This is an optimization exercise on Yosys and OpenROAD, whose aim is small area, not a production implementation. Only simulation tests tie the RTL to the original design; equivalence was not proved. No activity file was given, so power comes from the tool's default toggle rates.

Setup of job 101:
// ChipInterface
module ChipInterface
  (output logic [6:0] HEX7, HEX6,
  output logic [7:0] LEDG,
  input logic [17:0] SW,
  input logic [3:0] KEY,
  input logic CLOCK_50);
Size in the first run: about 220 cells after synthesis, roughly 45 I/O pins, about 1900 um2 of cells after synthesis.
Settings: LEC_CHECK=0, CAP_MARGIN=20, CORE_MARGIN=2, CORE_UTILIZATION=40, SLEW_MARGIN=20; clock period 12.0 ns.
standard.sh (not shown) runs the stock make flow with config.mk's settings and CLKGATE_MAP_FILE= SYNTH_SCRIPT=/design/flow/synth_recipe.tcl, a recipe that flattens the netlist after the stock synthesis.
==> flow/flow/run.sh <==
#!/bin/bash
# Own layout flow: the standard flow, with
#  - synthesis mapped by several area-oriented abc scripts (flow/cand*.abc), keeping the
#    smallest mapping, and no adder-cell extraction; registers are mapped exactly as in the
#    standard synthesis, before abc runs,
#  - port buffers made of buf_1 cells,
#  - clock tree synthesis without dummy loads, with clkbuf_4 buffers.
set -euo pipefail
W=$PWD
export ADDER_MAP_FILE=
export OWN_ABC_DIR=$W/flow
export BUFFER_PORTS_ARGS="-buffer_cell sky130_fd_sc_hd__buf_1"
export CTS_ARGS="-sink_clustering_enable -repair_clock_nets -dont_use_dummy_load -buf_list sky130_fd_sc_hd__clkbuf_4 -sink_buffer_max_cap_derate 1.0"
cat flow/abc_override.tcl synth_recipe.tcl > own_synth.tcl
sed "s#SYNTH_SCRIPT=[^ ']*#SYNTH_SCRIPT=$W/own_synth.tcl#" standard.sh > own_standard.sh
grep -q "SYNTH_SCRIPT=$W/own_synth.tcl" own_standard.sh
bash own_standard.sh > own_flow.log 2>&1
==> flow/flow/abc_override.tcl <==
# Map with several area-oriented abc scripts (flow/cand*.abc) in place of ORFS's speed script,
# without a delay target, and keep the mapping with the smallest cell area.
proc abc {args} {
  set i [lsearch -exact $args -D]
  if { $i >= 0 } {
    set args [lreplace $args $i [expr { $i + 1 }]]
  }
  set si [lsearch -exact $args -script]
  set lib [lindex $args [expr { [lsearch -exact $args -liberty] + 1 }]]
  yosys design -save own_pre_abc
  set best ""
  foreach script [lsort [glob $::env(OWN_ABC_DIR)/cand*.abc]] {
    yosys design -load own_pre_abc
    lset args [expr { $si + 1 }] $script
    yosys abc {*}$args
    set out [yosys tee -q -s result.string stat -liberty $lib]
    regexp {Chip area for module[^:]*:\s*([0-9.]+)} $out -> area
    puts "abc candidate $script: area $area"
    if { $best eq "" || $area < $best } {
      set best $area
      yosys design -save own_best_abc
    }
  }
  yosys design -load own_best_abc
  puts "abc best area: $best"
}
==> flow/flow/cand09.abc <==
strash
dch -f
amap
topo
Input-level comparison between job 102 and job 101:
diff --git a/flow/flow/run.sh b/flow/flow/run.sh
--- a/flow/flow/run.sh
+++ b/flow/flow/run.sh
@@ -11,5 +11,5 @@
 export OWN_ABC_DIR=$W/flow
 export BUFFER_PORTS_ARGS="-buffer_cell sky130_fd_sc_hd__buf_1"
-export CTS_ARGS="-sink_clustering_enable -repair_clock_nets -dont_use_dummy_load -buf_list sky130_fd_sc_hd__clkbuf_4 -sink_buffer_max_cap_derate 1.0"
+export CTS_ARGS="-sink_clustering_enable -repair_clock_nets -dont_use_dummy_load -buf_list {sky130_fd_sc_hd__clkbuf_2 sky130_fd_sc_hd__clkbuf_4}"
 cat flow/abc_override.tcl synth_recipe.tcl > own_synth.tcl
 sed "s#SYNTH_SCRIPT=[^ ']*#SYNTH_SCRIPT=$W/own_synth.tcl#" standard.sh > own_standard.sh
==> comparison <==
Job 101 -> job 102: fraction of final layout cells with drive strength greater than 1 delta 0, exact match
The die boundary width on job 102 is in line with that on job 101.
Job 102 -> job 101: non-clock buffer count delta 0, exact match
As far as power density over the cells goes, job 101 and job 102 are indistinguishable; the numbers are identical.
Inputs modified between job 102 and job 103:
diff --git a/flow/flow/run.sh b/flow/flow/run.sh
--- a/flow/flow/run.sh
+++ b/flow/flow/run.sh
@@ -11,5 +11,5 @@
 export OWN_ABC_DIR=$W/flow
 export BUFFER_PORTS_ARGS="-buffer_cell sky130_fd_sc_hd__buf_1"
-export CTS_ARGS="-sink_clustering_enable -repair_clock_nets -dont_use_dummy_load -buf_list {sky130_fd_sc_hd__clkbuf_2 sky130_fd_sc_hd__clkbuf_4}"
+export CTS_ARGS="-sink_clustering_enable -repair_clock_nets -dont_use_dummy_load -buf_list sky130_fd_sc_hd__clkbuf_4"
 cat flow/abc_override.tcl synth_recipe.tcl > own_synth.tcl
 sed "s#SYNTH_SCRIPT=[^ ']*#SYNTH_SCRIPT=$W/own_synth.tcl#" standard.sh > own_standard.sh
==> flow/flow/cand00.abc (new file) <==
strash
&get -n
&st
&deepsyn -T 60 -S 0
&put
dch -f
amap
topo
==> flow/flow/cand01.abc (new file) <==
strash
&get -n
&st
&deepsyn -T 60 -S 1
&put
dch -f
amap
topo
==> flow/flow/cand02.abc (new file) <==
strash
&get -n
&st
&deepsyn -T 60 -S 2
&put
dch -f
amap
topo
==> flow/flow/cand03.abc (new file) <==
strash
&get -n
&st
&deepsyn -T 60 -S 3
&put
dch -f
amap
topo
==> flow/flow/cand04.abc (new file) <==
strash
&get -n
&st
&deepsyn -T 60 -S 4
&put
dch -f
amap
topo
==> flow/flow/cand05.abc (new file) <==
strash
&get -n
&st
&deepsyn -T 60 -S 5
&put
dch -f
amap
topo
==> flow/flow/cand06.abc (new file) <==
strash
&get -n
&st
&deepsyn -T 60 -S 6
&put
dch -f
amap
topo
==> flow/flow/cand07.abc (new file) <==
strash
&get -n
&st
&deepsyn -T 60 -S 7
&put
dch -f
amap
topo
==> flow/flow/cand08.abc (new file) <==
strash
&get -n
&st
&deepsyn -T 60 -S 11
&dch -f
&nf -R 1000
&put
topo
### Flow results
The transition time at the pin with the least slew margin in job 103 sits 0.24 ns below the value recorded for job 102. As far as final-layout setup total negative slack goes, job 103 and job 102 are indistinguishable; the numbers are identical. The fraction of power spent switching nets in job 103 sits 0.53 points below the value recorded for job 102. Per the comparison of job 103 with job 102, share of the clock period used by the worst path climbed 5.6 points; maximum fanout encountered on the critical timing path now sits higher; setup slack now smaller. On design internal power, job 103 does better than job 102. Growth of design area from synthesis to finish: job 103 vs job 102 up 0.75 points. Starting density of the core (lower): job 102.
Input changes introduced in job 104 (baseline for comparison: job 103):
diff --git a/flow/flow/run.sh b/flow/flow/run.sh
--- a/flow/flow/run.sh
+++ b/flow/flow/run.sh
@@ -11,5 +11,5 @@
 export OWN_ABC_DIR=$W/flow
 export BUFFER_PORTS_ARGS="-buffer_cell sky130_fd_sc_hd__buf_1"
-export CTS_ARGS="-sink_clustering_enable -repair_clock_nets -dont_use_dummy_load -buf_list sky130_fd_sc_hd__clkbuf_4"
+export CTS_ARGS="-repair_clock_nets -dont_use_dummy_load -buf_list sky130_fd_sc_hd__clkbuf_16 -root_buf sky130_fd_sc_hd__clkbuf_16 -sink_clustering_enable -sink_clustering_size 40 -sink_clustering_max_diameter 2000 -sink_clustering_levels 1"
 cat flow/abc_override.tcl synth_recipe.tcl > own_synth.tcl
 sed "s#SYNTH_SCRIPT=[^ ']*#SYNTH_SCRIPT=$W/own_synth.tcl#" standard.sh > own_standard.sh
removed: flow/flow/cand00.abc
removed: flow/flow/cand01.abc
removed: flow/flow/cand02.abc
removed: flow/flow/cand03.abc
removed: flow/flow/cand04.abc
removed: flow/flow/cand05.abc
removed: flow/flow/cand06.abc
removed: flow/flow/cand07.abc
removed: flow/flow/cand08.abc
[summary]
Job 104 against job 103; final standard cell area without fillers is up by more than 10%. Total met3 wirelength after detailed routing ends up higher on job 103. Compared with job 103, wire length per cell in job 104 increased by a few percent. Sort job 103 and job 104 by core utilization asc -> top: job 103. Summary of job 104 over job 103: power share of the combinational group down 5.4 points, power in the clock group saw an increase, total cell area at the placement stage went up, biggest cell delay along the critical path moved down, source-to-sink clock delay at the later pin of the worst-skew pair shows a reduction of 0.04 ns. Summary of the comparison: power is higher in job 104, relative to job 103.
## Diff of input files: job 105 against job 104
diff --git a/flow/flow/run.sh b/flow/flow/run.sh
--- a/flow/flow/run.sh
+++ b/flow/flow/run.sh
@@ -11,5 +11,5 @@
 export OWN_ABC_DIR=$W/flow
 export BUFFER_PORTS_ARGS="-buffer_cell sky130_fd_sc_hd__buf_1"
-export CTS_ARGS="-repair_clock_nets -dont_use_dummy_load -buf_list sky130_fd_sc_hd__clkbuf_16 -root_buf sky130_fd_sc_hd__clkbuf_16 -sink_clustering_enable -sink_clustering_size 40 -sink_clustering_max_diameter 2000 -sink_clustering_levels 1"
+export CTS_ARGS="-sink_clustering_enable -repair_clock_nets -dont_use_dummy_load -buf_list sky130_fd_sc_hd__clkbuf_4"
 cat flow/abc_override.tcl synth_recipe.tcl > own_synth.tcl
 sed "s#SYNTH_SCRIPT=[^ ']*#SYNTH_SCRIPT=$W/own_synth.tcl#" standard.sh > own_standard.sh
### Flow results
Sort job 104 and job 105 by internal cell power desc -> top: job 104. The synthesized netlist cell count was comparable across job 104 and job 105. Job 105 completed every stage of the flow, and the final layout passed the timing, DRC and antenna checks. Job 104 → job 105: setup slack after layout fell by 0.046 ns; sequential cell fraction of total power shows an increase of 7.2 points; global router's overall resource usage went down 0.23 points; clock transition at the register clock pins on the worst setup and hold paths after CTS picked up an extra 0.03 ns; area occupied by multi-input gates has remained practically unchanged. Between job 104 and job 105, the flow reports sum of routed wire length over all layers decreasing slightly.

re-timing with driven ports:
How much do the figures lean on ideal ports? The routed layouts below were timed once more, with nothing changed but the port constraints.
Step 1 (the two cells are an assumption about what drives the block):
set clk [get_ports {CLOCK_50}]
set_driving_cell -lib_cell sky130_fd_sc_hd__clkbuf_16 $clk
set_driving_cell -lib_cell sky130_fd_sc_hd__buf_2 [delete_from_list [all_inputs] $clk]
Step 2 also shifts input and output timing later by t, the mid clock arrival at the registers, as if the neighbouring blocks saw the same clock.
Slacks: ideal ports / drivers / drivers and shift; pairs: ideal ports / drivers.
run	shift t [ns]	setup WS [ns]	worst setup path after step 2
job 101	0.339	4.629 / 4.609 / 4.947	register to output
job 102	0.339	4.629 / 4.609 / 4.947	register to output
job 103	0.332	3.958 / 3.939 / 4.270	register to output
job 104	0.297	4.675 / 4.647 / 4.944	register to output
job 105	0.339	4.629 / 4.609 / 4.947	register to output
After both steps every run listed still meets setup and hold.
